From an optimization exercise on the open Yosys and OpenROAD flow, aimed at small area and a short achievable clock period; shortcuts taken in it are not production practice.
At most, simulation tests tie the RTL to the original design; equivalence was not proved.
No functional check of the RTL was part of run 1.
Power is estimated from default activity; no workload was simulated.

==> flow/design.v, too long to show whole: its modules and the start of the top module <==
// module fpga_top: 960 lines
module fpga_top (clk, rstn, addr, we, dx, dw, dt, out);
  // ...
==> flow/flow/run.sh <==
#!/bin/bash
# The standard layout with three changes:
#  1. after the standard synthesis, invpush.py flips full adders (and xor/xnor
#     gates) to remove most inverters between them (same function, same registers);
#  2. the port buffers are sky130_fd_sc_hd__buf_1;
#  3. timing repair aims at a shorter period (SETUP_SLACK_MARGIN);
#  4. clock tree of clkbuf_8 without dummy loads.
set -euo pipefail
MARGIN=${MARGIN:-7}
bash standard.sh synth > flow_synth.log 2>&1
R=orfs/results/sky130hd/fpga_top/base
cp $R/1_2_yosys.v $R/1_2_yosys.standard.v
python3 flow/invpush.py $R/1_2_yosys.standard.v $R/1_2_yosys.v > flow_invpush.log 2>&1
rm -f $R/1_synth.odb $R/1_synth.sdc
bash standard.sh "BUFFER_PORTS_ARGS=-buffer_cell sky130_fd_sc_hd__buf_1" SETUP_SLACK_MARGIN=$MARGIN "CTS_ARGS=-sink_clustering_enable -repair_clock_nets -dont_use_dummy_load -buf_list sky130_fd_sc_hd__clkbuf_8 -sink_clustering_size 18 -sink_clustering_max_diameter 70" finish > flow_layout.log 2>&1
==> flow/flow/invpush.py <==
#!/usr/bin/env python3
"""Rewrite a mapped Yosys netlist so that fewer inverters sit between full adders.

A full adder is self-dual: FA(~a,~b,~c) = (~sum, ~cout).  So any sky130 fa cell may be
"flipped": it then computes the complement of its old outputs from the complement of its
old inputs.  This script chooses which full adders to flip so that the fewest signals need
an inverter, removes every inverter of the netlist and adds back one inverter per signal
that still needs its complement.  Registers, ports and all other cells are untouched.

usage: invpush.py IN.v OUT.v
"""
import re, sys, random

src = open(sys.argv[1]).read()
inst_re = re.compile(r'^  (sky130_fd_sc_hd__\w+) (\S+)\s*\((.*?)\n  \);\n', re.S | re.M)
pin_re = re.compile(r'\.(\w+)\(([^()]*?)\)')

insts = []
for m in inst_re.finditer(src):
    typ, name, body = m.group(1), m.group(2), m.group(3)
    pins = [(p, n.strip()) for p, n in pin_re.findall(body)]
    insts.append(dict(typ=typ, name=name, pins=pins, span=m.span()))

OUTPINS = {'X', 'Y', 'Q', 'Q_N', 'SUM', 'COUT', 'HI', 'LO'}
def is_inv(t): return re.fullmatch(r'sky130_fd_sc_hd__(clk)?inv_\d+', t) is not None
def is_fa(t): return re.fullmatch(r'sky130_fd_sc_hd__fa_\d+', t) is not None
def is_x(t): return re.fullmatch(r'sky130_fd_sc_hd__x(n)?or2_\d+', t) is not None
def is_flip(t): return is_fa(t) or is_x(t)

# output ports
outports = set()
for m in re.finditer(r'^\s*output\s+(\[[^\]]*\]\s*)?(\w+);', src, re.M):
    outports.add(m.group(2))
def base(n):
    return re.sub(r'\s*\[\d+\]\s*$', '', n).lstrip('\\').strip()

driver = {}
for i, c in enumerate(insts):
    for p, n in c['pins']:
        if p in OUTPINS:
            driver[n] = (i, p)

inv_of = {}  # net driven by an inverter -> its input net
for c in insts:
    if is_inv(c['typ']):
        d = dict(c['pins'])
        inv_of[d['Y']] = d['A']
# an inverter driving a port stays; keep it simple: refuse
for y in inv_of:
    if base(y) in outports:
        sys.exit('inverter drives an output port: ' + y)

def root(n):
    q = 0
    while n in inv_of:
        n = inv_of[n]; q ^= 1
    return n, q

fas = [i for i, c in enumerate(insts) if is_flip(c['typ'])]
faidx = {i: k for k, i in enumerate(fas)}
x = [0] * len(fas)

# loads: (root, q, fa_k or None)
loads = {}
for i, c in enumerate(insts):
    if is_inv(c['typ']):
        continue
    for p, n in c['pins']:
        if p in OUTPINS or n == '' or n.startswith("1'") or n == 'clk':
            continue
        r, q = root(n)
        loads.setdefault(r, []).append((q, faidx.get(i) if is_fa(c['typ']) else None, i, p))
# output port nets driven through inverters: none (checked)

def drvflip(r):
    d = driver.get(r)
    if d is not None and d[0] in faidx:
        return faidx[d[0]]
    return None

roots = list(loads)
rdrv = {r: drvflip(r) for r in roots}
# roots touching each fa
touch = [[] for _ in fas]
for r in roots:
    s = set()
    if rdrv[r] is not None: s.add(rdrv[r])
    for q, k, i, p in loads[r]:
        if k is not None: s.add(k)
    for k in s: touch[k].append(r)

def cost_root(r):
    d = rdrv[r]
    dp = x[d] if d is not None else 0
    for q, k, i, p in loads[r]:
        e = x[k] if k is not None else 0
        if q ^ e ^ dp:
            return 1
    return 0

def total():
    return sum(cost_root(r) for r in roots)

before = sum(1 for c in insts if is_inv(c['typ']))
best = total()
random.seed(1)
import math
cur = best
bestx = list(x)
T = 2.0
n = len(fas)
iters = 400000
for it in range(iters):
    T = 2.0 * (1 - it / iters) + 0.01
    k = random.randrange(n)
    old = sum(cost_root(r) for r in touch[k])
    x[k] ^= 1
    new = sum(cost_root(r) for r in touch[k])
    dlt = new - old
    if dlt <= 0 or random.random() < math.exp(-dlt / T):
        cur += dlt
        if cur < best:
            best = cur; bestx = list(x)
    else:
        x[k] ^= 1
x[:] = bestx
after = total()

# rewrite
out = []
pos = 0
newinv = []
need = {r for r in roots if cost_root(r)}
invnet = {r: f'_invp{j}_' for j, r in enumerate(sorted(need))}
repl = {}
newc = {}
for i, c in enumerate(insts):
    if is_inv(c['typ']):
        repl[i] = ''
        continue
    changed = False
    pins = []
    for p, n in c['pins']:
        if p in OUTPINS or n == '' or n.startswith("1'") or n == 'clk':
            pins.append((p, n)); continue
        r, q = root(n)
        d = rdrv[r]
        dp = x[d] if d is not None else 0
        e = x[faidx[i]] if (i in faidx and is_fa(c['typ'])) else 0
        nn = invnet[r] if (q ^ e ^ dp) else r
        pins.append((p, nn))
    typ = c['typ']
    if is_x(typ) and x[faidx[i]]:
        # xor2 drives X, xnor2 drives Y
        if 'xnor2' in typ:
            typ = typ.replace('xnor2', 'xor2'); pins = [('X' if p == 'Y' else p, n) for p, n in pins]
        else:
            typ = typ.replace('xor2', 'xnor2'); pins = [('Y' if p == 'X' else p, n) for p, n in pins]
    newc[i] = (typ, pins)
# Full adders are symmetric in A, B and CIN, and CIN is their fastest input:
# give each full adder's latest-arriving input to CIN and the earliest to A.
ndrv = {}
for i, (typ, pins) in newc.items():
    for p, n in pins:
        if p in OUTPINS:
            ndrv[n] = (i, p)
for r in need:
    ndrv[invnet[r]] = ('inv', r)
DLY = {'SUM': 0.5, 'COUT': 0.42}
arr = {}
sys.setrecursionlimit(100000)
def arrival(n):
    if n in arr:
        return arr[n]
    arr[n] = 0.0
    d = ndrv.get(n)
    if d is None:
        a = 0.0
    elif d[0] == 'inv':
        a = arrival(d[1]) + 0.06
    else:
        typ, pins = newc[d[0]]
        if re.search(r'__(e?df|sdf|dl)', typ):
            a = 0.0
        else:
            ins = [arrival(m) for p, m in pins if p not in OUTPINS and m and not m.startswith("1'") and m != 'clk']
            a = (max(ins) if ins else 0.0) + DLY.get(d[1], 0.25)
    arr[n] = a
    return a
nswap = 0
for i, (typ, pins) in newc.items():
    if is_fa(typ):
        pd = dict(pins)
        ins = sorted([pd['A'], pd['B'], pd['CIN']], key=arrival)
        if ins != [pd['A'], pd['B'], pd['CIN']]:
            nswap += 1
        pd['A'], pd['B'], pd['CIN'] = ins
        pins = [(p, pd[p]) for p, n in pins]
    body = ',\n'.join(f'    .{p}({n} )' if n.startswith('\\') else f'    .{p}({n})' for p, n in pins)
    repl[i] = f"  {typ} {insts[i]['name']} (\n{body}\n  );\n"
print(f'invpush: {nswap} full adders had their inputs reordered', file=sys.stderr)
for r in sorted(need):
    newinv.append(f"  sky130_fd_sc_hd__inv_1 {invnet[r]}cell (\n    .A({r + ' ' if r.startswith(chr(92)) else r}),\n    .Y({invnet[r]})\n  );\n")
for i, c in enumerate(insts):
    a, b = c['span']
    out.append(src[pos:a]); out.append(repl[i]); pos = b
rest = src[pos:]
k = rest.rfind('endmodule')
rest = rest[:k] + ''.join(newinv) + rest[k:]
out.append(rest)
text = ''.join(out)
# declare the new wires
decl = ''.join(f'  wire {invnet[r]};\n' for r in sorted(need))
text = re.sub(r'(\n  output out;\n  wire out;\n)', lambda m: m.group(1) + decl, text, count=1) if decl else text
assert all(f'wire {invnet[r]};' in text for r in need)
open(sys.argv[2], 'w').write(text)
print(f'invpush: {len(fas)} full adders and xors, {sum(x)} flipped; inverters {before} -> {len(need)}', file=sys.stderr)
==> flow/standard.sh <==
#!/bin/bash
# synth_recipe.tcl (not shown) runs the flow's synth.tcl, then flattens the netlist and writes it again
# the make line also repeats each setting of config.mk as NAME=value (left out here)
make -C /OpenROAD-flow-scripts/flow DESIGN_CONFIG=/design/flow/config.mk WORK_HOME=/design/flow/orfs CLKGATE_MAP_FILE= SYNTH_SCRIPT=/design/flow/synth_recipe.tcl "${@:-finish}"
==> flow/config.mk <==
export PLATFORM = sky130hd
export DESIGN_NAME = fpga_top
export DESIGN_NICKNAME = fpga_top
export VERILOG_FILES = /design/flow/design.v
export SDC_FILE = /design/flow/constraint.sdc
export NUM_CORES = 4
export LEC_CHECK = 0
export CAP_MARGIN = 20
export CORE_MARGIN = 2
export CORE_UTILIZATION = 40
export SLEW_MARGIN = 20
==> flow/constraint.sdc <==
create_clock -name core_clock -period 10.0 [get_ports {clk}]
set_input_delay 2.0000 -clock core_clock [delete_from_list [all_inputs] [get_ports {clk}]]
set_output_delay 2.0000 -clock core_clock [all_outputs]
set_load 0.01 [all_outputs]
==> metrics.csv, run 1 <==
stage;metric;value;unit
floorplan;core area;0.05224;mm²
finish;commonest cells after routing, fill and taps aside;buf_1 (525), xor2_1 (232), dfxtp_1 (211), fa_1 (211), edfxtp_1 (208);
finish;Final Non-Filler Cells;2654;
critical_path;crit path from;outr$_SDFF_PP0_;
critical_path;FF-to-FF path depth;5;
global_routing;M2 GR Usage;38.17;%
global_routing;vias in the first global route;13890;
power;sw frac;39.98;%
timing;Relative slew margins;25.05;%
finish;largest reg by FF count;tmem;
power;switching pwr;3.303;mW
critical_path;Critical path buffers and inverters;1;
place;PortBufs;534;
finish;area grow syn2layout;18.11;%
critical_path;Reg2Reg Setup Slack;7050;ps
clock_tree;Hold-fix buffers, CTS;0;
clock_tree;TritonCTS clock tree;done;
synth;Netlist Area Pre-Place;0.02103;mm²
timing;Worst Clk Skew;81.83;ps
outcome;run status;timing/DRC/antenna clean;
floorplan;IO Pins;535;
floorplan;Die ar.;0.05443;mm²
finish;nonclk buf count;551;
min_path;Hold Path End;wv3$_DFF_P_;
finish;final core utilization;47.56;%
critical_path;critical path type;reg -> out;
global_routing;initial antenna violation count;25;
timing;fmax;329.0;MHz
power;Peak VDD IR;0.0004821;V
synth;yosys warns;1;
timing;final setup vio count;0;
power;largest power group;combinational cells;
==> module fpga_top, before the edit <==
module fpga_top (clk, rstn, addr, we, dx, dw, dt, out);
  input clk;
  input we;
  input [255:0] dx;
  input [255:0] dw;
  input [15:0] dt;
  input [2:0] addr;
  input rstn;
  output out;
  wire [255:0] mm = dx ^ dw;
  wire s1, c2;
  wire s3, c4;
  wire s5, c6;
  wire s7, c8;
  wire s9, c10;
  wire s11, c12;
  wire s13, c14;
  wire s15, c16;
  wire s17, c18;
  wire s19, c20;
  wire s21, c22;
  wire s23, c24;
  wire s25, c26;
  wire s27, c28;
  wire s29, c30;
  wire s31, c32;
  wire s33, c34;
  wire s35, c36;
  wire s37, c38;
  wire s39, c40;
  wire s41, c42;
  wire s43, c44;
  wire s45, c46;
  wire s47, c48;
  wire s49, c50;
  wire s51, c52;
  wire s53, c54;
  wire s55, c56;
  wire s57, c58;
  wire s59, c60;
  wire s61, c62;
  wire s63, c64;
  wire s65, c66;
  wire s67, c68;
  wire s69, c70;
  wire s71, c72;
  wire s73, c74;
  wire s75, c76;
  wire s77, c78;
  wire s79, c80;
  wire s81, c82;
  wire s83, c84;
  wire s85, c86;
  wire s87, c88;
  wire s89, c90;
  wire s91, c92;
  wire s93, c94;
  wire s95, c96;
  wire s97, c98;
  wire s99, c100;
  wire s101, c102;
  wire s103, c104;
  wire s105, c106;
  wire s107, c108;
  wire s109, c110;
  wire s111, c112;
  wire s113, c114;
  wire s115, c116;
  wire s117, c118;
  wire s119, c120;
  wire s121, c122;
  wire s123, c124;
  wire s125, c126;
  wire s127, c128;
  wire s129, c130;
  wire s131, c132;
  wire s133, c134;
  wire s135, c136;
  wire s137, c138;
  wire s139, c140;
  wire s141, c142;
  wire s143, c144;
  wire s145, c146;
  wire s147, c148;
  wire s149, c150;
  wire s151, c152;
  wire s153, c154;
  wire s155, c156;
  wire s157, c158;
  wire s159, c160;
  wire s161, c162;
  wire s163, c164;
  wire s165, c166;
  wire s167, c168;
  wire s169, c170;
  wire s171, c172;
  wire s173, c174;
  wire s175, c176;
  wire s177, c178;
  wire s179, c180;
  wire s181, c182;
  wire s183, c184;
  wire s185, c186;
  wire s187, c188;
  wire s189, c190;
  wire s191, c192;
  wire s193, c194;
  wire s195, c196;
  wire s197, c198;
  wire s199, c200;
  wire s201, c202;
  wire s203, c204;
  wire s205, c206;
  wire s207, c208;
  wire s209, c210;
  wire s211, c212;
  wire s213, c214;
  wire s215, c216;
  wire s217, c218;
  wire s219, c220;
  wire s221, c222;
  wire s223, c224;
  wire s225, c226;
  wire s227, c228;
  wire s229, c230;
  wire s231, c232;
  wire s233, c234;
  wire s235, c236;
  wire s237, c238;
  wire s239, c240;
  wire s241, c242;
  wire s243, c244;
  wire s245, c246;
  wire s247, c248;
  wire s249, c250;
  wire s251, c252;
  wire s253, c254;
  wire s255, c256;
  wire s257, c258;
  wire s259, c260;
  wire s261, c262;
  wire s263, c264;
  wire s265, c266;
  wire s267, c268;
  wire s269, c270;
  wire s271, c272;
  wire s273, c274;
  wire s275, c276;
  wire s277, c278;
  wire s279, c280;
  wire s281, c282;
  wire s283, c284;
  reg [114:0] p1;
  wire s285, c286;
  wire s287, c288;
  wire s289, c290;
  wire s291, c292;
  wire s293, c294;
  wire s295, c296;
  wire s297, c298;
  wire s299, c300;
  wire s301, c302;
  wire s303, c304;
  wire s305, c306;
  wire s307, c308;
  wire s309, c310;
  wire s311, c312;
  wire s313, c314;
  wire s315, c316;
  wire s317, c318;
  wire s319, c320;
  wire s321, c322;
  wire s323, c324;
  wire s325, c326;
  wire s327, c328;
  wire s329, c330;
  wire s331, c332;
  wire s333, c334;
  wire s335, c336;
  wire s337, c338;
  wire s339, c340;
  wire s341, c342;
  wire s343, c344;
  wire s345, c346;
  wire s347, c348;
  wire s349, c350;
  wire s351, c352;
  wire s353, c354;
  wire s355, c356;
  wire s357, c358;
  wire s359, c360;
  wire s361, c362;
  wire s363, c364;
  wire s365, c366;
  wire s367, c368;
  wire s369, c370;
  wire s371, c372;
  wire s373, c374;
  wire s375, c376;
  wire s377, c378;
  wire s379, c380;
  wire s381, c382;
  wire s383, c384;
  wire s385, c386;
  wire s387, c388;
  wire s389, c390;
  wire s391, c392;
  wire s393, c394;
  wire s395, c396;
  wire s397, c398;
  wire s399, c400;
  wire s401, c402;
  wire s403, c404;
  wire s405, c406;
  wire s407, c408;
  wire s409, c410;
  wire s411, c412;
  wire s413, c414;
  wire s415, c416;
  wire s417, c418;
  wire s419, c420;
  wire s421, c422;
  wire s423, c424;
  wire s425, c426;
  wire s427, c428;
  wire s429, c430;
  wire s431, c432;
  wire s433, c434;
  wire s435, c436;
  wire s437, c438;
  wire s439, c440;
  wire s441, c442;
  wire s443, c444;
  wire s445, c446;
  wire s447, c448;
  wire s449, c450;
  wire s451, c452;
  wire s453, c454;
  wire s455, c456;
  wire s457, c458;
  wire s459, c460;
  wire s461, c462;
  wire s463, c464;
  wire s465, c466;
  wire s467, c468;
  wire s469, c470;
  wire s471, c472;
  wire s473, c474;
  wire s475, c476;
  wire s477, c478;
  wire s479, c480;
  wire s481, c482;
  wire s483, c484;
  wire s485, c486;
  reg [19:0] p2;
  wire s487, c488;
  wire s489, c490;
  wire s491, c492;
  wire s493, c494;
  wire s495, c496;
  wire s497, c498;
  wire s499, c500;
  wire s501, c502;
  reg [8:0] p3;
  reg [15:0] wt1;
  reg wv1; reg [2:0] wa1;
  reg wv2; reg [2:0] wa2;
  reg wv3; reg [2:0] wa3;
  assign s1 = mm[0] ^ mm[1] ^ mm[2];
  assign c2 = (mm[0] & mm[1]) | (mm[0] & mm[2]) | (mm[1] & mm[2]);
  assign s3 = mm[3] ^ mm[4] ^ mm[5];
  assign c4 = (mm[3] & mm[4]) | (mm[3] & mm[5]) | (mm[4] & mm[5]);
  assign s5 = mm[6] ^ mm[7] ^ mm[8];
  assign c6 = (mm[6] & mm[7]) | (mm[6] & mm[8]) | (mm[7] & mm[8]);
  assign s7 = mm[9] ^ mm[10] ^ mm[11];
  assign c8 = (mm[9] & mm[10]) | (mm[9] & mm[11]) | (mm[10] & mm[11]);
  assign s9 = mm[12] ^ mm[13] ^ mm[14];
  assign c10 = (mm[12] & mm[13]) | (mm[12] & mm[14]) | (mm[13] & mm[14]);
  assign s11 = mm[15] ^ mm[16] ^ mm[17];
  assign c12 = (mm[15] & mm[16]) | (mm[15] & mm[17]) | (mm[16] & mm[17]);
  assign s13 = mm[18] ^ mm[19] ^ mm[20];
  assign c14 = (mm[18] & mm[19]) | (mm[18] & mm[20]) | (mm[19] & mm[20]);
  assign s15 = mm[21] ^ mm[22] ^ mm[23];
  assign c16 = (mm[21] & mm[22]) | (mm[21] & mm[23]) | (mm[22] & mm[23]);
  assign s17 = mm[24] ^ mm[25] ^ mm[26];
  assign c18 = (mm[24] & mm[25]) | (mm[24] & mm[26]) | (mm[25] & mm[26]);
  assign s19 = mm[27] ^ mm[28] ^ mm[29];
  assign c20 = (mm[27] & mm[28]) | (mm[27] & mm[29]) | (mm[28] & mm[29]);
  assign s21 = mm[30] ^ mm[31] ^ mm[32];
  assign c22 = (mm[30] & mm[31]) | (mm[30] & mm[32]) | (mm[31] & mm[32]);
  assign s23 = mm[33] ^ mm[34] ^ mm[35];
  assign c24 = (mm[33] & mm[34]) | (mm[33] & mm[35]) | (mm[34] & mm[35]);
  assign s25 = mm[36] ^ mm[37] ^ mm[38];
  assign c26 = (mm[36] & mm[37]) | (mm[36] & mm[38]) | (mm[37] & mm[38]);
  assign s27 = mm[39] ^ mm[40] ^ mm[41];
  assign c28 = (mm[39] & mm[40]) | (mm[39] & mm[41]) | (mm[40] & mm[41]);
  assign s29 = mm[42] ^ mm[43] ^ mm[44];
  assign c30 = (mm[42] & mm[43]) | (mm[42] & mm[44]) | (mm[43] & mm[44]);
  assign s31 = mm[45] ^ mm[46] ^ mm[47];
  assign c32 = (mm[45] & mm[46]) | (mm[45] & mm[47]) | (mm[46] & mm[47]);
  assign s33 = mm[48] ^ mm[49] ^ mm[50];
  assign c34 = (mm[48] & mm[49]) | (mm[48] & mm[50]) | (mm[49] & mm[50]);
  assign s35 = mm[51] ^ mm[52] ^ mm[53];
  assign c36 = (mm[51] & mm[52]) | (mm[51] & mm[53]) | (mm[52] & mm[53]);
  assign s37 = mm[54] ^ mm[55] ^ mm[56];
  assign c38 = (mm[54] & mm[55]) | (mm[54] & mm[56]) | (mm[55] & mm[56]);
  assign s39 = mm[57] ^ mm[58] ^ mm[59];
  assign c40 = (mm[57] & mm[58]) | (mm[57] & mm[59]) | (mm[58] & mm[59]);
  assign s41 = mm[60] ^ mm[61] ^ mm[62];
  assign c42 = (mm[60] & mm[61]) | (mm[60] & mm[62]) | (mm[61] & mm[62]);
  assign s43 = mm[63] ^ mm[64] ^ mm[65];
  assign c44 = (mm[63] & mm[64]) | (mm[63] & mm[65]) | (mm[64] & mm[65]);
  assign s45 = mm[66] ^ mm[67] ^ mm[68];
  assign c46 = (mm[66] & mm[67]) | (mm[66] & mm[68]) | (mm[67] & mm[68]);
  assign s47 = mm[69] ^ mm[70] ^ mm[71];
  assign c48 = (mm[69] & mm[70]) | (mm[69] & mm[71]) | (mm[70] & mm[71]);
  assign s49 = mm[72] ^ mm[73] ^ mm[74];
  assign c50 = (mm[72] & mm[73]) | (mm[72] & mm[74]) | (mm[73] & mm[74]);
  assign s51 = mm[75] ^ mm[76] ^ mm[77];
  assign c52 = (mm[75] & mm[76]) | (mm[75] & mm[77]) | (mm[76] & mm[77]);
  assign s53 = mm[78] ^ mm[79] ^ mm[80];
  assign c54 = (mm[78] & mm[79]) | (mm[78] & mm[80]) | (mm[79] & mm[80]);
  assign s55 = mm[81] ^ mm[82] ^ mm[83];
  assign c56 = (mm[81] & mm[82]) | (mm[81] & mm[83]) | (mm[82] & mm[83]);
  assign s57 = mm[84] ^ mm[85] ^ mm[86];
  assign c58 = (mm[84] & mm[85]) | (mm[84] & mm[86]) | (mm[85] & mm[86]);
  assign s59 = mm[87] ^ mm[88] ^ mm[89];
  assign c60 = (mm[87] & mm[88]) | (mm[87] & mm[89]) | (mm[88] & mm[89]);
  assign s61 = mm[90] ^ mm[91] ^ mm[92];
  assign c62 = (mm[90] & mm[91]) | (mm[90] & mm[92]) | (mm[91] & mm[92]);
  assign s63 = mm[93] ^ mm[94] ^ mm[95];
  assign c64 = (mm[93] & mm[94]) | (mm[93] & mm[95]) | (mm[94] & mm[95]);
  assign s65 = mm[96] ^ mm[97] ^ mm[98];
  assign c66 = (mm[96] & mm[97]) | (mm[96] & mm[98]) | (mm[97] & mm[98]);
  assign s67 = mm[99] ^ mm[100] ^ mm[101];
  assign c68 = (mm[99] & mm[100]) | (mm[99] & mm[101]) | (mm[100] & mm[101]);
  assign s69 = mm[102] ^ mm[103] ^ mm[104];
  assign c70 = (mm[102] & mm[103]) | (mm[102] & mm[104]) | (mm[103] & mm[104]);
  assign s71 = mm[105] ^ mm[106] ^ mm[107];
  assign c72 = (mm[105] & mm[106]) | (mm[105] & mm[107]) | (mm[106] & mm[107]);
  assign s73 = mm[108] ^ mm[109] ^ mm[110];
  assign c74 = (mm[108] & mm[109]) | (mm[108] & mm[110]) | (mm[109] & mm[110]);
  assign s75 = mm[111] ^ mm[112] ^ mm[113];
  assign c76 = (mm[111] & mm[112]) | (mm[111] & mm[113]) | (mm[112] & mm[113]);
  assign s77 = mm[114] ^ mm[115] ^ mm[116];
  assign c78 = (mm[114] & mm[115]) | (mm[114] & mm[116]) | (mm[115] & mm[116]);
  assign s79 = mm[117] ^ mm[118] ^ mm[119];
  assign c80 = (mm[117] & mm[118]) | (mm[117] & mm[119]) | (mm[118] & mm[119]);
  assign s81 = mm[120] ^ mm[121] ^ mm[122];
  assign c82 = (mm[120] & mm[121]) | (mm[120] & mm[122]) | (mm[121] & mm[122]);
  assign s83 = mm[123] ^ mm[124] ^ mm[125];
  assign c84 = (mm[123] & mm[124]) | (mm[123] & mm[125]) | (mm[124] & mm[125]);
  assign s85 = mm[126] ^ mm[127] ^ mm[128];
  assign c86 = (mm[126] & mm[127]) | (mm[126] & mm[128]) | (mm[127] & mm[128]);
  assign s87 = mm[129] ^ mm[130] ^ mm[131];
  assign c88 = (mm[129] & mm[130]) | (mm[129] & mm[131]) | (mm[130] & mm[131]);
  assign s89 = mm[132] ^ mm[133] ^ mm[134];
  assign c90 = (mm[132] & mm[133]) | (mm[132] & mm[134]) | (mm[133] & mm[134]);
  assign s91 = mm[135] ^ mm[136] ^ mm[137];
  assign c92 = (mm[135] & mm[136]) | (mm[135] & mm[137]) | (mm[136] & mm[137]);
  assign s93 = mm[138] ^ mm[139] ^ mm[140];
  assign c94 = (mm[138] & mm[139]) | (mm[138] & mm[140]) | (mm[139] & mm[140]);
  assign s95 = mm[141] ^ mm[142] ^ mm[143];
  assign c96 = (mm[141] & mm[142]) | (mm[141] & mm[143]) | (mm[142] & mm[143]);
  assign s97 = mm[144] ^ mm[145] ^ mm[146];
  assign c98 = (mm[144] & mm[145]) | (mm[144] & mm[146]) | (mm[145] & mm[146]);
  assign s99 = mm[147] ^ mm[148] ^ mm[149];
  assign c100 = (mm[147] & mm[148]) | (mm[147] & mm[149]) | (mm[148] & mm[149]);
  assign s101 = mm[150] ^ mm[151] ^ mm[152];
  assign c102 = (mm[150] & mm[151]) | (mm[150] & mm[152]) | (mm[151] & mm[152]);
  assign s103 = mm[153] ^ mm[154] ^ mm[155];
  assign c104 = (mm[153] & mm[154]) | (mm[153] & mm[155]) | (mm[154] & mm[155]);
  assign s105 = mm[156] ^ mm[157] ^ mm[158];
  assign c106 = (mm[156] & mm[157]) | (mm[156] & mm[158]) | (mm[157] & mm[158]);
  assign s107 = mm[159] ^ mm[160] ^ mm[161];
  assign c108 = (mm[159] & mm[160]) | (mm[159] & mm[161]) | (mm[160] & mm[161]);
  assign s109 = mm[162] ^ mm[163] ^ mm[164];
  assign c110 = (mm[162] & mm[163]) | (mm[162] & mm[164]) | (mm[163] & mm[164]);
  assign s111 = mm[165] ^ mm[166] ^ mm[167];
  assign c112 = (mm[165] & mm[166]) | (mm[165] & mm[167]) | (mm[166] & mm[167]);
  assign s113 = mm[168] ^ mm[169] ^ mm[170];
  assign c114 = (mm[168] & mm[169]) | (mm[168] & mm[170]) | (mm[169] & mm[170]);
  assign s115 = mm[171] ^ mm[172] ^ mm[173];
  assign c116 = (mm[171] & mm[172]) | (mm[171] & mm[173]) | (mm[172] & mm[173]);
  assign s117 = mm[174] ^ mm[175] ^ mm[176];
  assign c118 = (mm[174] & mm[175]) | (mm[174] & mm[176]) | (mm[175] & mm[176]);
  assign s119 = mm[177] ^ mm[178] ^ mm[179];
  assign c120 = (mm[177] & mm[178]) | (mm[177] & mm[179]) | (mm[178] & mm[179]);
  assign s121 = mm[180] ^ mm[181] ^ mm[182];
  assign c122 = (mm[180] & mm[181]) | (mm[180] & mm[182]) | (mm[181] & mm[182]);
  assign s123 = mm[183] ^ mm[184] ^ mm[185];
  assign c124 = (mm[183] & mm[184]) | (mm[183] & mm[185]) | (mm[184] & mm[185]);
  assign s125 = mm[186] ^ mm[187] ^ mm[188];
  assign c126 = (mm[186] & mm[187]) | (mm[186] & mm[188]) | (mm[187] & mm[188]);
  assign s127 = mm[189] ^ mm[190] ^ mm[191];
  assign c128 = (mm[189] & mm[190]) | (mm[189] & mm[191]) | (mm[190] & mm[191]);
  assign s129 = mm[192] ^ mm[193] ^ mm[194];
  assign c130 = (mm[192] & mm[193]) | (mm[192] & mm[194]) | (mm[193] & mm[194]);
  assign s131 = mm[195] ^ mm[196] ^ mm[197];
  assign c132 = (mm[195] & mm[196]) | (mm[195] & mm[197]) | (mm[196] & mm[197]);
  assign s133 = mm[198] ^ mm[199] ^ mm[200];
  assign c134 = (mm[198] & mm[199]) | (mm[198] & mm[200]) | (mm[199] & mm[200]);
  assign s135 = mm[201] ^ mm[202] ^ mm[203];
  assign c136 = (mm[201] & mm[202]) | (mm[201] & mm[203]) | (mm[202] & mm[203]);
  assign s137 = mm[204] ^ mm[205] ^ mm[206];
  assign c138 = (mm[204] & mm[205]) | (mm[204] & mm[206]) | (mm[205] & mm[206]);
  assign s139 = mm[207] ^ mm[208] ^ mm[209];
  assign c140 = (mm[207] & mm[208]) | (mm[207] & mm[209]) | (mm[208] & mm[209]);
  assign s141 = mm[210] ^ mm[211] ^ mm[212];
  assign c142 = (mm[210] & mm[211]) | (mm[210] & mm[212]) | (mm[211] & mm[212]);
  assign s143 = mm[213] ^ mm[214] ^ mm[215];
  assign c144 = (mm[213] & mm[214]) | (mm[213] & mm[215]) | (mm[214] & mm[215]);
  assign s145 = mm[216] ^ mm[217] ^ mm[218];
  assign c146 = (mm[216] & mm[217]) | (mm[216] & mm[218]) | (mm[217] & mm[218]);
  assign s147 = mm[219] ^ mm[220] ^ mm[221];
  assign c148 = (mm[219] & mm[220]) | (mm[219] & mm[221]) | (mm[220] & mm[221]);
  assign s149 = mm[222] ^ mm[223] ^ mm[224];
  assign c150 = (mm[222] & mm[223]) | (mm[222] & mm[224]) | (mm[223] & mm[224]);
  assign s151 = mm[225] ^ mm[226] ^ mm[227];
  assign c152 = (mm[225] & mm[226]) | (mm[225] & mm[227]) | (mm[226] & mm[227]);
  assign s153 = mm[228] ^ mm[229] ^ mm[230];
  assign c154 = (mm[228] & mm[229]) | (mm[228] & mm[230]) | (mm[229] & mm[230]);
  assign s155 = mm[231] ^ mm[232] ^ mm[233];
  assign c156 = (mm[231] & mm[232]) | (mm[231] & mm[233]) | (mm[232] & mm[233]);
  assign s157 = mm[234] ^ mm[235] ^ mm[236];
  assign c158 = (mm[234] & mm[235]) | (mm[234] & mm[236]) | (mm[235] & mm[236]);
  assign s159 = mm[237] ^ mm[238] ^ mm[239];
  assign c160 = (mm[237] & mm[238]) | (mm[237] & mm[239]) | (mm[238] & mm[239]);
  assign s161 = mm[240] ^ mm[241] ^ mm[242];
  assign c162 = (mm[240] & mm[241]) | (mm[240] & mm[242]) | (mm[241] & mm[242]);
  assign s163 = mm[243] ^ mm[244] ^ mm[245];
  assign c164 = (mm[243] & mm[244]) | (mm[243] & mm[245]) | (mm[244] & mm[245]);
  assign s165 = mm[246] ^ mm[247] ^ mm[248];
  assign c166 = (mm[246] & mm[247]) | (mm[246] & mm[248]) | (mm[247] & mm[248]);
  assign s167 = mm[249] ^ mm[250] ^ mm[251];
  assign c168 = (mm[249] & mm[250]) | (mm[249] & mm[251]) | (mm[250] & mm[251]);
  assign s169 = mm[252] ^ mm[253] ^ mm[254];
  assign c170 = (mm[252] & mm[253]) | (mm[252] & mm[254]) | (mm[253] & mm[254]);
  assign s171 = s1 ^ s3 ^ s5;
  assign c172 = (s1 & s3) | (s1 & s5) | (s3 & s5);
  assign s173 = s7 ^ s9 ^ s11;
  assign c174 = (s7 & s9) | (s7 & s11) | (s9 & s11);
  assign s175 = s13 ^ s15 ^ s17;
  assign c176 = (s13 & s15) | (s13 & s17) | (s15 & s17);
  assign s177 = s19 ^ s21 ^ s23;
  assign c178 = (s19 & s21) | (s19 & s23) | (s21 & s23);
  assign s179 = s25 ^ s27 ^ s29;
  assign c180 = (s25 & s27) | (s25 & s29) | (s27 & s29);
  assign s181 = s31 ^ s33 ^ s35;
  assign c182 = (s31 & s33) | (s31 & s35) | (s33 & s35);
  assign s183 = s37 ^ s39 ^ s41;
  assign c184 = (s37 & s39) | (s37 & s41) | (s39 & s41);
  assign s185 = s43 ^ s45 ^ s47;
  assign c186 = (s43 & s45) | (s43 & s47) | (s45 & s47);
  assign s187 = s49 ^ s51 ^ s53;
  assign c188 = (s49 & s51) | (s49 & s53) | (s51 & s53);
  assign s189 = s55 ^ s57 ^ s59;
  assign c190 = (s55 & s57) | (s55 & s59) | (s57 & s59);
  assign s191 = s61 ^ s63 ^ s65;
  assign c192 = (s61 & s63) | (s61 & s65) | (s63 & s65);
  assign s193 = s67 ^ s69 ^ s71;
  assign c194 = (s67 & s69) | (s67 & s71) | (s69 & s71);
  assign s195 = s73 ^ s75 ^ s77;
  assign c196 = (s73 & s75) | (s73 & s77) | (s75 & s77);
  assign s197 = s79 ^ s81 ^ s83;
  assign c198 = (s79 & s81) | (s79 & s83) | (s81 & s83);
  assign s199 = s85 ^ s87 ^ s89;
  assign c200 = (s85 & s87) | (s85 & s89) | (s87 & s89);
  assign s201 = s91 ^ s93 ^ s95;
  assign c202 = (s91 & s93) | (s91 & s95) | (s93 & s95);
  assign s203 = s97 ^ s99 ^ s101;
  assign c204 = (s97 & s99) | (s97 & s101) | (s99 & s101);
  assign s205 = s103 ^ s105 ^ s107;
  assign c206 = (s103 & s105) | (s103 & s107) | (s105 & s107);
  assign s207 = s109 ^ s111 ^ s113;
  assign c208 = (s109 & s111) | (s109 & s113) | (s111 & s113);
  assign s209 = s115 ^ s117 ^ s119;
  assign c210 = (s115 & s117) | (s115 & s119) | (s117 & s119);
  assign s211 = s121 ^ s123 ^ s125;
  assign c212 = (s121 & s123) | (s121 & s125) | (s123 & s125);
  assign s213 = s127 ^ s129 ^ s131;
  assign c214 = (s127 & s129) | (s127 & s131) | (s129 & s131);
  assign s215 = s133 ^ s135 ^ s137;
  assign c216 = (s133 & s135) | (s133 & s137) | (s135 & s137);
  assign s217 = s139 ^ s141 ^ s143;
  assign c218 = (s139 & s141) | (s139 & s143) | (s141 & s143);
  assign s219 = s145 ^ s147 ^ s149;
  assign c220 = (s145 & s147) | (s145 & s149) | (s147 & s149);
  assign s221 = s151 ^ s153 ^ s155;
  assign c222 = (s151 & s153) | (s151 & s155) | (s153 & s155);
  assign s223 = s157 ^ s159 ^ s161;
  assign c224 = (s157 & s159) | (s157 & s161) | (s159 & s161);
  assign s225 = s163 ^ s165 ^ s167;
  assign c226 = (s163 & s165) | (s163 & s167) | (s165 & s167);
  assign s227 = s169 ^ mm[255];
  assign c228 = s169 & mm[255];
  assign s229 = c2 ^ c4 ^ c6;
  assign c230 = (c2 & c4) | (c2 & c6) | (c4 & c6);
  assign s231 = c8 ^ c10 ^ c12;
  assign c232 = (c8 & c10) | (c8 & c12) | (c10 & c12);
  assign s233 = c14 ^ c16 ^ c18;
  assign c234 = (c14 & c16) | (c14 & c18) | (c16 & c18);
  assign s235 = c20 ^ c22 ^ c24;
  assign c236 = (c20 & c22) | (c20 & c24) | (c22 & c24);
  assign s237 = c26 ^ c28 ^ c30;
  assign c238 = (c26 & c28) | (c26 & c30) | (c28 & c30);
  assign s239 = c32 ^ c34 ^ c36;
  assign c240 = (c32 & c34) | (c32 & c36) | (c34 & c36);
  assign s241 = c38 ^ c40 ^ c42;
  assign c242 = (c38 & c40) | (c38 & c42) | (c40 & c42);
  assign s243 = c44 ^ c46 ^ c48;
  assign c244 = (c44 & c46) | (c44 & c48) | (c46 & c48);
  assign s245 = c50 ^ c52 ^ c54;
  assign c246 = (c50 & c52) | (c50 & c54) | (c52 & c54);
  assign s247 = c56 ^ c58 ^ c60;
  assign c248 = (c56 & c58) | (c56 & c60) | (c58 & c60);
  assign s249 = c62 ^ c64 ^ c66;
  assign c250 = (c62 & c64) | (c62 & c66) | (c64 & c66);
  assign s251 = c68 ^ c70 ^ c72;
  assign c252 = (c68 & c70) | (c68 & c72) | (c70 & c72);
  assign s253 = c74 ^ c76 ^ c78;
  assign c254 = (c74 & c76) | (c74 & c78) | (c76 & c78);
  assign s255 = c80 ^ c82 ^ c84;
  assign c256 = (c80 & c82) | (c80 & c84) | (c82 & c84);
  assign s257 = c86 ^ c88 ^ c90;
  assign c258 = (c86 & c88) | (c86 & c90) | (c88 & c90);
  assign s259 = c92 ^ c94 ^ c96;
  assign c260 = (c92 & c94) | (c92 & c96) | (c94 & c96);
  assign s261 = c98 ^ c100 ^ c102;
  assign c262 = (c98 & c100) | (c98 & c102) | (c100 & c102);
  assign s263 = c104 ^ c106 ^ c108;
  assign c264 = (c104 & c106) | (c104 & c108) | (c106 & c108);
  assign s265 = c110 ^ c112 ^ c114;
  assign c266 = (c110 & c112) | (c110 & c114) | (c112 & c114);
  assign s267 = c116 ^ c118 ^ c120;
  assign c268 = (c116 & c118) | (c116 & c120) | (c118 & c120);
  assign s269 = c122 ^ c124 ^ c126;
  assign c270 = (c122 & c124) | (c122 & c126) | (c124 & c126);
  assign s271 = c128 ^ c130 ^ c132;
  assign c272 = (c128 & c130) | (c128 & c132) | (c130 & c132);
  assign s273 = c134 ^ c136 ^ c138;
  assign c274 = (c134 & c136) | (c134 & c138) | (c136 & c138);
  assign s275 = c140 ^ c142 ^ c144;
  assign c276 = (c140 & c142) | (c140 & c144) | (c142 & c144);
  assign s277 = c146 ^ c148 ^ c150;
  assign c278 = (c146 & c148) | (c146 & c150) | (c148 & c150);
  assign s279 = c152 ^ c154 ^ c156;
  assign c280 = (c152 & c154) | (c152 & c156) | (c154 & c156);
  assign s281 = c158 ^ c160 ^ c162;
  assign c282 = (c158 & c160) | (c158 & c162) | (c160 & c162);
  assign s283 = c164 ^ c166 ^ c168;
  assign c284 = (c164 & c166) | (c164 & c168) | (c166 & c168);
  assign s285 = p1[0] ^ p1[1] ^ p1[2];
  assign c286 = (p1[0] & p1[1]) | (p1[0] & p1[2]) | (p1[1] & p1[2]);
  assign s287 = p1[3] ^ p1[4] ^ p1[5];
  assign c288 = (p1[3] & p1[4]) | (p1[3] & p1[5]) | (p1[4] & p1[5]);
  assign s289 = p1[6] ^ p1[7] ^ p1[8];
  assign c290 = (p1[6] & p1[7]) | (p1[6] & p1[8]) | (p1[7] & p1[8]);
  assign s291 = p1[9] ^ p1[10] ^ p1[11];
  assign c292 = (p1[9] & p1[10]) | (p1[9] & p1[11]) | (p1[10] & p1[11]);
  assign s293 = p1[12] ^ p1[13] ^ p1[14];
  assign c294 = (p1[12] & p1[13]) | (p1[12] & p1[14]) | (p1[13] & p1[14]);
  assign s295 = p1[15] ^ p1[16] ^ p1[17];
  assign c296 = (p1[15] & p1[16]) | (p1[15] & p1[17]) | (p1[16] & p1[17]);
  assign s297 = p1[18] ^ p1[19] ^ p1[20];
  assign c298 = (p1[18] & p1[19]) | (p1[18] & p1[20]) | (p1[19] & p1[20]);
  assign s299 = p1[21] ^ p1[22] ^ p1[23];
  assign c300 = (p1[21] & p1[22]) | (p1[21] & p1[23]) | (p1[22] & p1[23]);
  assign s301 = p1[24] ^ p1[25] ^ p1[26];
  assign c302 = (p1[24] & p1[25]) | (p1[24] & p1[26]) | (p1[25] & p1[26]);
  assign s303 = p1[27] ^ p1[28];
  assign c304 = p1[27] & p1[28];
  assign s305 = p1[29] ^ p1[30] ^ p1[31];
  assign c306 = (p1[29] & p1[30]) | (p1[29] & p1[31]) | (p1[30] & p1[31]);
  assign s307 = p1[32] ^ p1[33] ^ p1[34];
  assign c308 = (p1[32] & p1[33]) | (p1[32] & p1[34]) | (p1[33] & p1[34]);
  assign s309 = p1[35] ^ p1[36] ^ p1[37];
  assign c310 = (p1[35] & p1[36]) | (p1[35] & p1[37]) | (p1[36] & p1[37]);
  assign s311 = p1[38] ^ p1[39] ^ p1[40];
  assign c312 = (p1[38] & p1[39]) | (p1[38] & p1[40]) | (p1[39] & p1[40]);
  assign s313 = p1[41] ^ p1[42] ^ p1[43];
  assign c314 = (p1[41] & p1[42]) | (p1[41] & p1[43]) | (p1[42] & p1[43]);
  assign s315 = p1[44] ^ p1[45] ^ p1[46];
  assign c316 = (p1[44] & p1[45]) | (p1[44] & p1[46]) | (p1[45] & p1[46]);
  assign s317 = p1[47] ^ p1[48] ^ p1[49];
  assign c318 = (p1[47] & p1[48]) | (p1[47] & p1[49]) | (p1[48] & p1[49]);
  assign s319 = p1[50] ^ p1[51] ^ p1[52];
  assign c320 = (p1[50] & p1[51]) | (p1[50] & p1[52]) | (p1[51] & p1[52]);
  assign s321 = p1[53] ^ p1[54] ^ p1[55];
  assign c322 = (p1[53] & p1[54]) | (p1[53] & p1[55]) | (p1[54] & p1[55]);
  assign s323 = p1[56] ^ p1[57] ^ p1[58];
  assign c324 = (p1[56] & p1[57]) | (p1[56] & p1[58]) | (p1[57] & p1[58]);
  assign s325 = p1[59] ^ p1[60] ^ p1[61];
  assign c326 = (p1[59] & p1[60]) | (p1[59] & p1[61]) | (p1[60] & p1[61]);
  assign s327 = p1[62] ^ p1[63] ^ p1[64];
  assign c328 = (p1[62] & p1[63]) | (p1[62] & p1[64]) | (p1[63] & p1[64]);
  assign s329 = p1[65] ^ p1[66] ^ p1[67];
  assign c330 = (p1[65] & p1[66]) | (p1[65] & p1[67]) | (p1[66] & p1[67]);
  assign s331 = p1[68] ^ p1[69] ^ p1[70];
  assign c332 = (p1[68] & p1[69]) | (p1[68] & p1[70]) | (p1[69] & p1[70]);
  assign s333 = p1[71] ^ p1[72] ^ p1[73];
  assign c334 = (p1[71] & p1[72]) | (p1[71] & p1[73]) | (p1[72] & p1[73]);
  assign s335 = p1[74] ^ p1[75] ^ p1[76];
  assign c336 = (p1[74] & p1[75]) | (p1[74] & p1[76]) | (p1[75] & p1[76]);
  assign s337 = p1[77] ^ p1[78] ^ p1[79];
  assign c338 = (p1[77] & p1[78]) | (p1[77] & p1[79]) | (p1[78] & p1[79]);
  assign s339 = p1[80] ^ p1[81] ^ p1[82];
  assign c340 = (p1[80] & p1[81]) | (p1[80] & p1[82]) | (p1[81] & p1[82]);
  assign s341 = p1[83] ^ p1[84] ^ p1[85];
  assign c342 = (p1[83] & p1[84]) | (p1[83] & p1[85]) | (p1[84] & p1[85]);
  assign s343 = p1[87] ^ p1[88] ^ p1[89];
  assign c344 = (p1[87] & p1[88]) | (p1[87] & p1[89]) | (p1[88] & p1[89]);
  assign s345 = p1[90] ^ p1[91] ^ p1[92];
  assign c346 = (p1[90] & p1[91]) | (p1[90] & p1[92]) | (p1[91] & p1[92]);
  assign s347 = p1[93] ^ p1[94] ^ p1[95];
  assign c348 = (p1[93] & p1[94]) | (p1[93] & p1[95]) | (p1[94] & p1[95]);
  assign s349 = p1[96] ^ p1[97] ^ p1[98];
  assign c350 = (p1[96] & p1[97]) | (p1[96] & p1[98]) | (p1[97] & p1[98]);
  assign s351 = p1[99] ^ p1[100] ^ p1[101];
  assign c352 = (p1[99] & p1[100]) | (p1[99] & p1[101]) | (p1[100] & p1[101]);
  assign s353 = p1[102] ^ p1[103] ^ p1[104];
  assign c354 = (p1[102] & p1[103]) | (p1[102] & p1[104]) | (p1[103] & p1[104]);
  assign s355 = p1[105] ^ p1[106] ^ p1[107];
  assign c356 = (p1[105] & p1[106]) | (p1[105] & p1[107]) | (p1[106] & p1[107]);
  assign s357 = p1[108] ^ p1[109] ^ p1[110];
  assign c358 = (p1[108] & p1[109]) | (p1[108] & p1[110]) | (p1[109] & p1[110]);
  assign s359 = p1[111] ^ p1[112] ^ p1[113];
  assign c360 = (p1[111] & p1[112]) | (p1[111] & p1[113]) | (p1[112] & p1[113]);
  assign s361 = s285 ^ s287 ^ s289;
  assign c362 = (s285 & s287) | (s285 & s289) | (s287 & s289);
  assign s363 = s291 ^ s293 ^ s295;
  assign c364 = (s291 & s293) | (s291 & s295) | (s293 & s295);
  assign s365 = s297 ^ s299 ^ s301;
  assign c366 = (s297 & s299) | (s297 & s301) | (s299 & s301);
  assign s367 = c286 ^ c288 ^ c290;
  assign c368 = (c286 & c288) | (c286 & c290) | (c288 & c290);
  assign s369 = c292 ^ c294 ^ c296;
  assign c370 = (c292 & c294) | (c292 & c296) | (c294 & c296);
  assign s371 = c298 ^ c300 ^ c302;
  assign c372 = (c298 & c300) | (c298 & c302) | (c300 & c302);
  assign s373 = c304 ^ s305 ^ s307;
  assign c374 = (c304 & s305) | (c304 & s307) | (s305 & s307);
  assign s375 = s309 ^ s311 ^ s313;
  assign c376 = (s309 & s311) | (s309 & s313) | (s311 & s313);
  assign s377 = s315 ^ s317 ^ s319;
  assign c378 = (s315 & s317) | (s315 & s319) | (s317 & s319);
  assign s379 = s321 ^ s323 ^ s325;
  assign c380 = (s321 & s323) | (s321 & s325) | (s323 & s325);
  assign s381 = s327 ^ s329 ^ s331;
  assign c382 = (s327 & s329) | (s327 & s331) | (s329 & s331);
  assign s383 = s333 ^ s335 ^ s337;
  assign c384 = (s333 & s335) | (s333 & s337) | (s335 & s337);
  assign s385 = s339 ^ s341 ^ p1[86];
  assign c386 = (s339 & s341) | (s339 & p1[86]) | (s341 & p1[86]);
  assign s387 = c306 ^ c308 ^ c310;
  assign c388 = (c306 & c308) | (c306 & c310) | (c308 & c310);
  assign s389 = c312 ^ c314 ^ c316;
  assign c390 = (c312 & c314) | (c312 & c316) | (c314 & c316);
  assign s391 = c318 ^ c320 ^ c322;
  assign c392 = (c318 & c320) | (c318 & c322) | (c320 & c322);
  assign s393 = c324 ^ c326 ^ c328;
  assign c394 = (c324 & c326) | (c324 & c328) | (c326 & c328);
  assign s395 = c330 ^ c332 ^ c334;
  assign c396 = (c330 & c332) | (c330 & c334) | (c332 & c334);
  assign s397 = c336 ^ c338 ^ c340;
  assign c398 = (c336 & c338) | (c336 & c340) | (c338 & c340);
  assign s399 = c342 ^ s343 ^ s345;
  assign c400 = (c342 & s343) | (c342 & s345) | (s343 & s345);
  assign s401 = s347 ^ s349 ^ s351;
  assign c402 = (s347 & s349) | (s347 & s351) | (s349 & s351);
  assign s403 = s353 ^ s355 ^ s357;
  assign c404 = (s353 & s355) | (s353 & s357) | (s355 & s357);
  assign s405 = s359 ^ p1[114];
  assign c406 = s359 & p1[114];
  assign s407 = c344 ^ c346 ^ c348;
  assign c408 = (c344 & c346) | (c344 & c348) | (c346 & c348);
  assign s409 = c350 ^ c352 ^ c354;
  assign c410 = (c350 & c352) | (c350 & c354) | (c352 & c354);
  assign s411 = c356 ^ c358 ^ c360;
  assign c412 = (c356 & c358) | (c356 & c360) | (c358 & c360);
  assign s413 = s361 ^ s363 ^ s365;
  assign c414 = (s361 & s363) | (s361 & s365) | (s363 & s365);
  assign s415 = c362 ^ c364 ^ c366;
  assign c416 = (c362 & c364) | (c362 & c366) | (c364 & c366);
  assign s417 = s367 ^ s369 ^ s371;
  assign c418 = (s367 & s369) | (s367 & s371) | (s369 & s371);
  assign s419 = s373 ^ s375 ^ s377;
  assign c420 = (s373 & s375) | (s373 & s377) | (s375 & s377);
  assign s421 = s379 ^ s381 ^ s383;
  assign c422 = (s379 & s381) | (s379 & s383) | (s381 & s383);
  assign s423 = c368 ^ c370 ^ c372;
  assign c424 = (c368 & c370) | (c368 & c372) | (c370 & c372);
  assign s425 = c374 ^ c376 ^ c378;
  assign c426 = (c374 & c376) | (c374 & c378) | (c376 & c378);
  assign s427 = c380 ^ c382 ^ c384;
  assign c428 = (c380 & c382) | (c380 & c384) | (c382 & c384);
  assign s429 = c386 ^ s387 ^ s389;
  assign c430 = (c386 & s387) | (c386 & s389) | (s387 & s389);
  assign s431 = s391 ^ s393 ^ s395;
  assign c432 = (s391 & s393) | (s391 & s395) | (s393 & s395);
  assign s433 = s397 ^ s399 ^ s401;
  assign c434 = (s397 & s399) | (s397 & s401) | (s399 & s401);
  assign s435 = s403 ^ s405;
  assign c436 = s403 & s405;
  assign s437 = c388 ^ c390 ^ c392;
  assign c438 = (c388 & c390) | (c388 & c392) | (c390 & c392);
  assign s439 = c394 ^ c396 ^ c398;
  assign c440 = (c394 & c396) | (c394 & c398) | (c396 & c398);
  assign s441 = c400 ^ c402 ^ c404;
  assign c442 = (c400 & c402) | (c400 & c404) | (c402 & c404);
  assign s443 = c406 ^ s407 ^ s409;
  assign c444 = (c406 & s407) | (c406 & s409) | (s407 & s409);
  assign s445 = c408 ^ c410 ^ c412;
  assign c446 = (c408 & c410) | (c408 & c412) | (c410 & c412);
  assign s447 = c414 ^ s415 ^ s417;
  assign c448 = (c414 & s415) | (c414 & s417) | (s415 & s417);
  assign s449 = s419 ^ s421 ^ s385;
  assign c450 = (s419 & s421) | (s419 & s385) | (s421 & s385);
  assign s451 = c416 ^ c418 ^ c420;
  assign c452 = (c416 & c418) | (c416 & c420) | (c418 & c420);
  assign s453 = c422 ^ s423 ^ s425;
  assign c454 = (c422 & s423) | (c422 & s425) | (s423 & s425);
  assign s455 = s427 ^ s429 ^ s431;
  assign c456 = (s427 & s429) | (s427 & s431) | (s429 & s431);
  assign s457 = s433 ^ s435;
  assign c458 = s433 & s435;
  assign s459 = c424 ^ c426 ^ c428;
  assign c460 = (c424 & c426) | (c424 & c428) | (c426 & c428);
  assign s461 = c430 ^ c432 ^ c434;
  assign c462 = (c430 & c432) | (c430 & c434) | (c432 & c434);
  assign s463 = c436 ^ s437 ^ s439;
  assign c464 = (c436 & s437) | (c436 & s439) | (s437 & s439);
  assign s465 = s441 ^ s443 ^ s411;
  assign c466 = (s441 & s443) | (s441 & s411) | (s443 & s411);
  assign s467 = c438 ^ c440 ^ c442;
  assign c468 = (c438 & c440) | (c438 & c442) | (c440 & c442);
  assign s469 = c444 ^ s445;
  assign c470 = c444 & s445;
  assign s471 = c448 ^ c450 ^ s451;
  assign c472 = (c448 & c450) | (c448 & s451) | (c450 & s451);
  assign s473 = s453 ^ s455 ^ s457;
  assign c474 = (s453 & s455) | (s453 & s457) | (s455 & s457);
  assign s475 = c452 ^ c454 ^ c456;
  assign c476 = (c452 & c454) | (c452 & c456) | (c454 & c456);
  assign s477 = c458 ^ s459 ^ s461;
  assign c478 = (c458 & s459) | (c458 & s461) | (s459 & s461);
  assign s479 = s463 ^ s465;
  assign c480 = s463 & s465;
  assign s481 = c460 ^ c462 ^ c464;
  assign c482 = (c460 & c462) | (c460 & c464) | (c462 & c464);
  assign s483 = c466 ^ s467 ^ s469;
  assign c484 = (c466 & s467) | (c466 & s469) | (s467 & s469);
  assign s485 = c468 ^ c470 ^ c446;
  assign c486 = (c468 & c470) | (c468 & c446) | (c470 & c446);
  assign s487 = p2[6] ^ p2[7] ^ p2[8];
  assign c488 = (p2[6] & p2[7]) | (p2[6] & p2[8]) | (p2[7] & p2[8]);
  assign s489 = p2[9] ^ p2[10];
  assign c490 = p2[9] & p2[10];
  assign s491 = p2[11] ^ p2[12] ^ p2[13];
  assign c492 = (p2[11] & p2[12]) | (p2[11] & p2[13]) | (p2[12] & p2[13]);
  assign s493 = p2[14] ^ p2[15];
  assign c494 = p2[14] & p2[15];
  assign s495 = p2[16] ^ p2[17] ^ p2[18];
  assign c496 = (p2[16] & p2[17]) | (p2[16] & p2[18]) | (p2[17] & p2[18]);
  assign s497 = c488 ^ c490 ^ s491;
  assign c498 = (c488 & c490) | (c488 & s491) | (c490 & s491);
  assign s499 = c492 ^ c494 ^ s495;
  assign c500 = (c492 & c494) | (c492 & s495) | (c494 & s495);
  assign s501 = c500 ^ c496 ^ p2[19];
  assign c502 = (c500 & c496) | (c500 & p2[19]) | (c496 & p2[19]);
  wire [7:0] ra = {c502, s501, c498, s497, s487, p2[4], p2[2], p2[0]};
  wire [7:0] rb = {1'b0, 1'b0, s499, s493, s489, p2[5], p2[3], p2[1]};
  wire [8:0] mcount = ra + rb;
  wire [8:0] pc = 9'd256 - mcount;
  always @(posedge clk) begin
    p1[0] <= s171;
    p1[1] <= s173;
    p1[2] <= s175;
    p1[3] <= s177;
    p1[4] <= s179;
    p1[5] <= s181;
    p1[6] <= s183;
    p1[7] <= s185;
    p1[8] <= s187;
    p1[9] <= s189;
    p1[10] <= s191;
    p1[11] <= s193;
    p1[12] <= s195;
    p1[13] <= s197;
    p1[14] <= s199;
    p1[15] <= s201;
    p1[16] <= s203;
    p1[17] <= s205;
    p1[18] <= s207;
    p1[19] <= s209;
    p1[20] <= s211;
    p1[21] <= s213;
    p1[22] <= s215;
    p1[23] <= s217;
    p1[24] <= s219;
    p1[25] <= s221;
    p1[26] <= s223;
    p1[27] <= s225;
    p1[28] <= s227;
    p1[29] <= c172;
    p1[30] <= c174;
    p1[31] <= c176;
    p1[32] <= c178;
    p1[33] <= c180;
    p1[34] <= c182;
    p1[35] <= c184;
    p1[36] <= c186;
    p1[37] <= c188;
    p1[38] <= c190;
    p1[39] <= c192;
    p1[40] <= c194;
    p1[41] <= c196;
    p1[42] <= c198;
    p1[43] <= c200;
    p1[44] <= c202;
    p1[45] <= c204;
    p1[46] <= c206;
    p1[47] <= c208;
    p1[48] <= c210;
    p1[49] <= c212;
    p1[50] <= c214;
    p1[51] <= c216;
    p1[52] <= c218;
    p1[53] <= c220;
    p1[54] <= c222;
    p1[55] <= c224;
    p1[56] <= c226;
    p1[57] <= c228;
    p1[58] <= s229;
    p1[59] <= s231;
    p1[60] <= s233;
    p1[61] <= s235;
    p1[62] <= s237;
    p1[63] <= s239;
    p1[64] <= s241;
    p1[65] <= s243;
    p1[66] <= s245;
    p1[67] <= s247;
    p1[68] <= s249;
    p1[69] <= s251;
    p1[70] <= s253;
    p1[71] <= s255;
    p1[72] <= s257;
    p1[73] <= s259;
    p1[74] <= s261;
    p1[75] <= s263;
    p1[76] <= s265;
    p1[77] <= s267;
    p1[78] <= s269;
    p1[79] <= s271;
    p1[80] <= s273;
    p1[81] <= s275;
    p1[82] <= s277;
    p1[83] <= s279;
    p1[84] <= s281;
    p1[85] <= s283;
    p1[86] <= c170;
    p1[87] <= c230;
    p1[88] <= c232;
    p1[89] <= c234;
    p1[90] <= c236;
    p1[91] <= c238;
    p1[92] <= c240;
    p1[93] <= c242;
    p1[94] <= c244;
    p1[95] <= c246;
    p1[96] <= c248;
    p1[97] <= c250;
    p1[98] <= c252;
    p1[99] <= c254;
    p1[100] <= c256;
    p1[101] <= c258;
    p1[102] <= c260;
    p1[103] <= c262;
    p1[104] <= c264;
    p1[105] <= c266;
    p1[106] <= c268;
    p1[107] <= c270;
    p1[108] <= c272;
    p1[109] <= c274;
    p1[110] <= c276;
    p1[111] <= c278;
    p1[112] <= c280;
    p1[113] <= c282;
    p1[114] <= c284;
    p2[0] <= s413;
    p2[1] <= s303;
    p2[2] <= s447;
    p2[3] <= s449;
    p2[4] <= s471;
    p2[5] <= s473;
    p2[6] <= c472;
    p2[7] <= c474;
    p2[8] <= s475;
    p2[9] <= s477;
    p2[10] <= s479;
    p2[11] <= c476;
    p2[12] <= c478;
    p2[13] <= c480;
    p2[14] <= s481;
    p2[15] <= s483;
    p2[16] <= c482;
    p2[17] <= c484;
    p2[18] <= s485;
    p2[19] <= c486;
    p3 <= pc;
    wv1 <= we; wa1 <= addr; wt1 <= dt;
    wv2 <= wv1; wa2 <= wa1;
    wv3 <= wv2; wa3 <= wa2;
  end
  reg [8:0]  pmem [0:7];
  reg [15:0] tmem [0:7];
  always @(posedge clk) begin
    if (wv1) tmem[wa1] <= wt1;
    if (wv3) pmem[wa3] <= p3;
  end
  reg [7:0] Roh;             
  reg [15:0] tsel;
  reg [8:0] psel;
  integer i;
  always @(*) begin
    tsel = 16'd0;
    psel = 9'd0;
    for (i = 0; i < 8; i = i + 1) begin
      tsel = tsel | (tmem[i] & {16{Roh[i]}});
      psel = psel | (pmem[i] & {9{Roh[i]}});
    end
  end
  reg fresh;
  reg [8:0] XPp;
  reg [15:0] XPt;
  reg [15:0] Sn;
  reg outr;
  wire [15:0] XRt = fresh ? tsel : XPt;
  reg XPpend;
  wire hitP = wv2 && Roh[wa2];
  wire hitF = wv3 && Roh[wa3];
  wire [8:0] XPe = XPpend ? p3 : XPp;
  wire [8:0] XRp = fresh ? (hitF ? p3 : psel) : XPe;
  always @(posedge clk) XPpend <= fresh && hitP;
  always @(posedge clk) begin
    if (!we) Roh <= 8'd1 << addr;
    fresh <= ~we;
    XPp <= XRp;
    XPt <= XRt;
    if (rstn) begin
      Sn <= 16'd0;
      outr <= 1'b0;
    end else begin
      Sn <= Sn + {7'd0, XPe};
      outr <= Sn > XRt;
    end
  end
  assign out = outr;
endmodule
==> run 2, diff against run 1 <==
--- a/flow/design.v
+++ b/flow/design.v
@@ -264,3 +264,2 @@
   reg [8:0] p3;
-  reg [15:0] wt1;
   reg wv1; reg [2:0] wa1;
@@ -911,3 +910,3 @@
     p3 <= pc;
-    wv1 <= we; wa1 <= addr; wt1 <= dt;
+    wv1 <= we; wa1 <= addr;
     wv2 <= wv1; wa2 <= wa1;
@@ -918,3 +917,3 @@
   always @(posedge clk) begin
-    if (wv1) tmem[wa1] <= wt1;
+    if (we) tmem[addr] <= dt;
     if (wv3) pmem[wa3] <= p3;
@@ -945,2 +944,39 @@
   always @(posedge clk) XPpend <= fresh && hitP;
+  wire [15:0] cg0 = Sn & ~XRt;
+  wire [15:0] cl0 = ~Sn & XRt;
+  wire [7:0] cg1, cl1;
+  assign cg1[0] = cg0[1] | (~cl0[1] & cg0[0]);
+  assign cl1[0] = cl0[1] | (~cg0[1] & cl0[0]);
+  assign cg1[1] = cg0[3] | (~cl0[3] & cg0[2]);
+  assign cl1[1] = cl0[3] | (~cg0[3] & cl0[2]);
+  assign cg1[2] = cg0[5] | (~cl0[5] & cg0[4]);
+  assign cl1[2] = cl0[5] | (~cg0[5] & cl0[4]);
+  assign cg1[3] = cg0[7] | (~cl0[7] & cg0[6]);
+  assign cl1[3] = cl0[7] | (~cg0[7] & cl0[6]);
+  assign cg1[4] = cg0[9] | (~cl0[9] & cg0[8]);
+  assign cl1[4] = cl0[9] | (~cg0[9] & cl0[8]);
+  assign cg1[5] = cg0[11] | (~cl0[11] & cg0[10]);
+  assign cl1[5] = cl0[11] | (~cg0[11] & cl0[10]);
+  assign cg1[6] = cg0[13] | (~cl0[13] & cg0[12]);
+  assign cl1[6] = cl0[13] | (~cg0[13] & cl0[12]);
+  assign cg1[7] = cg0[15] | (~cl0[15] & cg0[14]);
+  assign cl1[7] = cl0[15] | (~cg0[15] & cl0[14]);
+  wire [3:0] cg2, cl2;
+  assign cg2[0] = cg1[1] | (~cl1[1] & cg1[0]);
+  assign cl2[0] = cl1[1] | (~cg1[1] & cl1[0]);
+  assign cg2[1] = cg1[3] | (~cl1[3] & cg1[2]);
+  assign cl2[1] = cl1[3] | (~cg1[3] & cl1[2]);
+  assign cg2[2] = cg1[5] | (~cl1[5] & cg1[4]);
+  assign cl2[2] = cl1[5] | (~cg1[5] & cl1[4]);
+  assign cg2[3] = cg1[7] | (~cl1[7] & cg1[6]);
+  assign cl2[3] = cl1[7] | (~cg1[7] & cl1[6]);
+  wire [1:0] cg3, cl3;
+  assign cg3[0] = cg2[1] | (~cl2[1] & cg2[0]);
+  assign cl3[0] = cl2[1] | (~cg2[1] & cl2[0]);
+  assign cg3[1] = cg2[3] | (~cl2[3] & cg2[2]);
+  assign cl3[1] = cl2[3] | (~cg2[3] & cl2[2]);
+  wire [0:0] cg4, cl4;
+  assign cg4[0] = cg3[1] | (~cl3[1] & cg3[0]);
+  assign cl4[0] = cl3[1] | (~cg3[1] & cl3[0]);
+  wire sgt = cg4[0];
   always @(posedge clk) begin
@@ -955,3 +991,3 @@
       Sn <= Sn + {7'd0, XPe};
-      outr <= Sn > XRt;
+      outr <= sgt;
     end
==> run 2 against run 1 <==
Net effect: power fell by 3.3%; worst hold slack lost 23 ps; final area decreased by 2.1%; utilization increased by 0.15 points; wire length fell by 5.4%; non-clock buffer count increased by 4; global-route usage fell by 0.88 points; combinational power fell by 2%; sequential share of layout area down 0.41 points; sequential cell count shrank 16; first-iteration DRC count rose by 25%.
==> metrics.csv, run 2 <==
stage;metric;value;unit;change
outcome;run status;timing/DRC/antenna clean;;unchanged
power;sw frac;39.97;%;was 39.98%
floorplan;Die ar.;0.05314;mm²;was 0.05443 mm²
detailed_routing;Metal-1 WL;24.22;mm;was 24.61 mm
synth;Syn Inst Count;1367;;was 1402
finish;biggest regs;tmem: 128 flops, p1: 115 flops, pmem: 72 flops;;unchanged
critical_path;crit path from;outr$_SDFF_PP0_;;unchanged
critical_path;CP Max Fanout;1;;unchanged
min_path;Hold Path End;wa2[0]$_DFF_P_;;was wv3$_DFF_P_
place;placed cell area;0.02356;mm²;was 0.02416 mm²
finish;Design Area, Final;0.02433;mm²;was 0.02484 mm²
detailed_routing;met3 wire length;4.282;mm;was 5.088 mm
timing;Worst-Margin Slew;1105;ps;was 1123 ps
critical_path;Worst R2R Start;p1[51]$_DFF_P_;;was p1[67]$_DFF_P_
global_routing;vias in the first global route;13925;;was 13890
place;PortBufs;534;;unchanged
critical_path;Critical path buffers and inverters;1;;unchanged
finish;Final Non-Filler Cells;2602;;was 2654
critical_path;crit-path max cell delay;340;ps;was 310 ps
global_routing;initial antenna violation count;13;;was 25
critical_path;WP data arrival;1120;ps;was 1040 ps
detailed_routing;Routed WL;59.81;mm;was 63.23 mm
clock_tree;H-tree depth;1;;was 2
detailed_routing;Top Layer Used;met5;;unchanged
synth;Netlist Area Pre-Place;0.02052;mm²;was 0.02103 mm²
synth;yosys warns;1;;unchanged
power;Lkg Pwr;8.708;nW;was 9.166 nW
critical_path;FF-to-FF End;p2[5]$_DFF_P_;;unchanged
timing;final setup vio count;0;;unchanged
floorplan;FP Rows;83;;was 84
floorplan;Initial Utilization;40.25;%;was 40.27%
critical_path;critical path type;reg -> out;;unchanged
place;Final HPWL DP;47.98;mm;was 51.59 mm
finish;final core utilization;47.71;%;was 47.56%
clock_tree;root buf cell;clkbuf_8;;unchanged
global_routing;Total Routing Usage GR;22.40;%;was 23.28%
detailed_routing;met2 wire len;29.84;mm;was 31.30 mm
power;total power;7.988;mW;was 8.262 mW
detailed_routing;Initial DRC Count;902;;was 720
timing;post-route clock period utilization;31.19;%;was 30.40%
timing;Hold Fails Final Rpt;0;;unchanged
run;Max Cap Viol;0;;unchanged
timing;Fin Setup TNS;0;ps;unchanged
place;pre-CTS WS;6117;ps;was 6288 ps
critical_path;slowest CP cell;dfxtp_2;;was dfxtp_1
timing;Final WS setup;6881;ps;was 6960 ps
synth;Mean Syn Cell Area;15.01;µm²;was 15.00 µm²
floorplan;Die W;230.5;µm;was 233.3 µm
timing;Worst Clk Skew;93.97;ps;was 81.83 ps
timing;fmax;320.6;MHz;was 329.0 MHz
power;switching pwr;3.193;mW;was 3.303 mW
timing;Relative slew margins;26.07;%;was 25.05%
critical_path;Reg2Reg Setup Slack;7060;ps;was 7050 ps
clock_tree;TritonCTS clock tree;done;;unchanged
finish;area grow syn2layout;18.53;%;was 18.11%
critical_path;CP required;8000;ps;about the same
finish;share of cells above drive strength 1;8.716;%;was 8.039%
clock_tree;Hold-fix buffers, CTS;0;;unchanged
clock_tree;clk buf depth;3;;unchanged
floorplan;IO Pins;535;;unchanged
detailed_routing;routed via count;12774;;was 13059
power;pwr/cell area;328.4;mW/mm²;was 332.6 mW/mm²
finish;commonest cells after routing, fill and taps aside;buf_1 (530), xor2_1 (228), edfxtp_1 (208), fa_1 (208), dfxtp_1 (194);;was buf_1 (525), xor2_1 (232), dfxtp_1 (211), fa_1 (211), edfxtp_1 (208)
critical_path;FF-to-FF path depth;5;;unchanged
detailed_routing;First-pass DRT Iterations;5;;unchanged
power;Peak VDD IR;0.0004678;V;was 0.0004821 V
critical_path;worst-path cell chain;buf_6;;was buf_2
power;internal power;4.795;mW;was 4.959 mW
floorplan;core area;0.05099;mm²;was 0.05224 mm²
clock_tree;Num CTS Buffers;29;;was 34
finish;largest reg by FF count;tmem;;unchanged
-- run 2: changes by cell type in the layout (fill, tap and decap cells not counted), moves of 13 or more --
cell / delta
a22oi_1: -34
dfxtp_1: -17
a22o_1: +14
ha_1: -14
and4_1: -13
-- run 2: layer usage --
| metal | vias up | GRT usage [%] |
|---|---|---|
| met5 | - | 0 |
| met4 | 16 | 5.060 |
| met3 | 95 | 5.694 |
| met2 | 435 | 38.06 |
| met1 | 6454 | 28.90 |
| li1 | 5774 | - |
-- run 2: repair_timing --
item                       4_1_cts  5_1_grt
setup endpoints to repair       95      108
gates resized for setup         20       37
pin swaps                        4       20
buffers inserted                 3        9
cloned                           0        0
-- run 2: power by group through the flow --
stage	Clock, mW	Sequential (mW)	Combinational, mW
6_report	0.756	2.55	4.68
5_1_grt	0.838	2.59	5.39
4_1_cts	0.789	2.55	4.79
3_5_place_dp	0	2.59	4.72
3_3_place_gp	0	2.58	4.58
2_1_floorplan	0	2.49	3.21
-- run 2: worst max-delay path by stage --
stage                            to  slack (ps)
4_1_cts        tmem[7][2]$_DFFE_PP_        6800
5_1_grt                         out        6830
2_1_floorplan         p1[0]$_DFF_P_        6750
3_5_place_dp   tmem[7][2]$_DFFE_PP_        6120
6_report                        out        6880
3_3_place_gp   tmem[7][5]$_DFFE_PP_        6180
-- run 2: final cells by class --
class                   count  share of cell area [%]
repair buffers            555                   9.428
clock buffers              29                   1.641
inverters                  40                  0.6275
multi-input cells         884                   42.57
diodes                      6                 0.06172
well taps                 680                   3.498
flip-flops and latches    408                   42.18
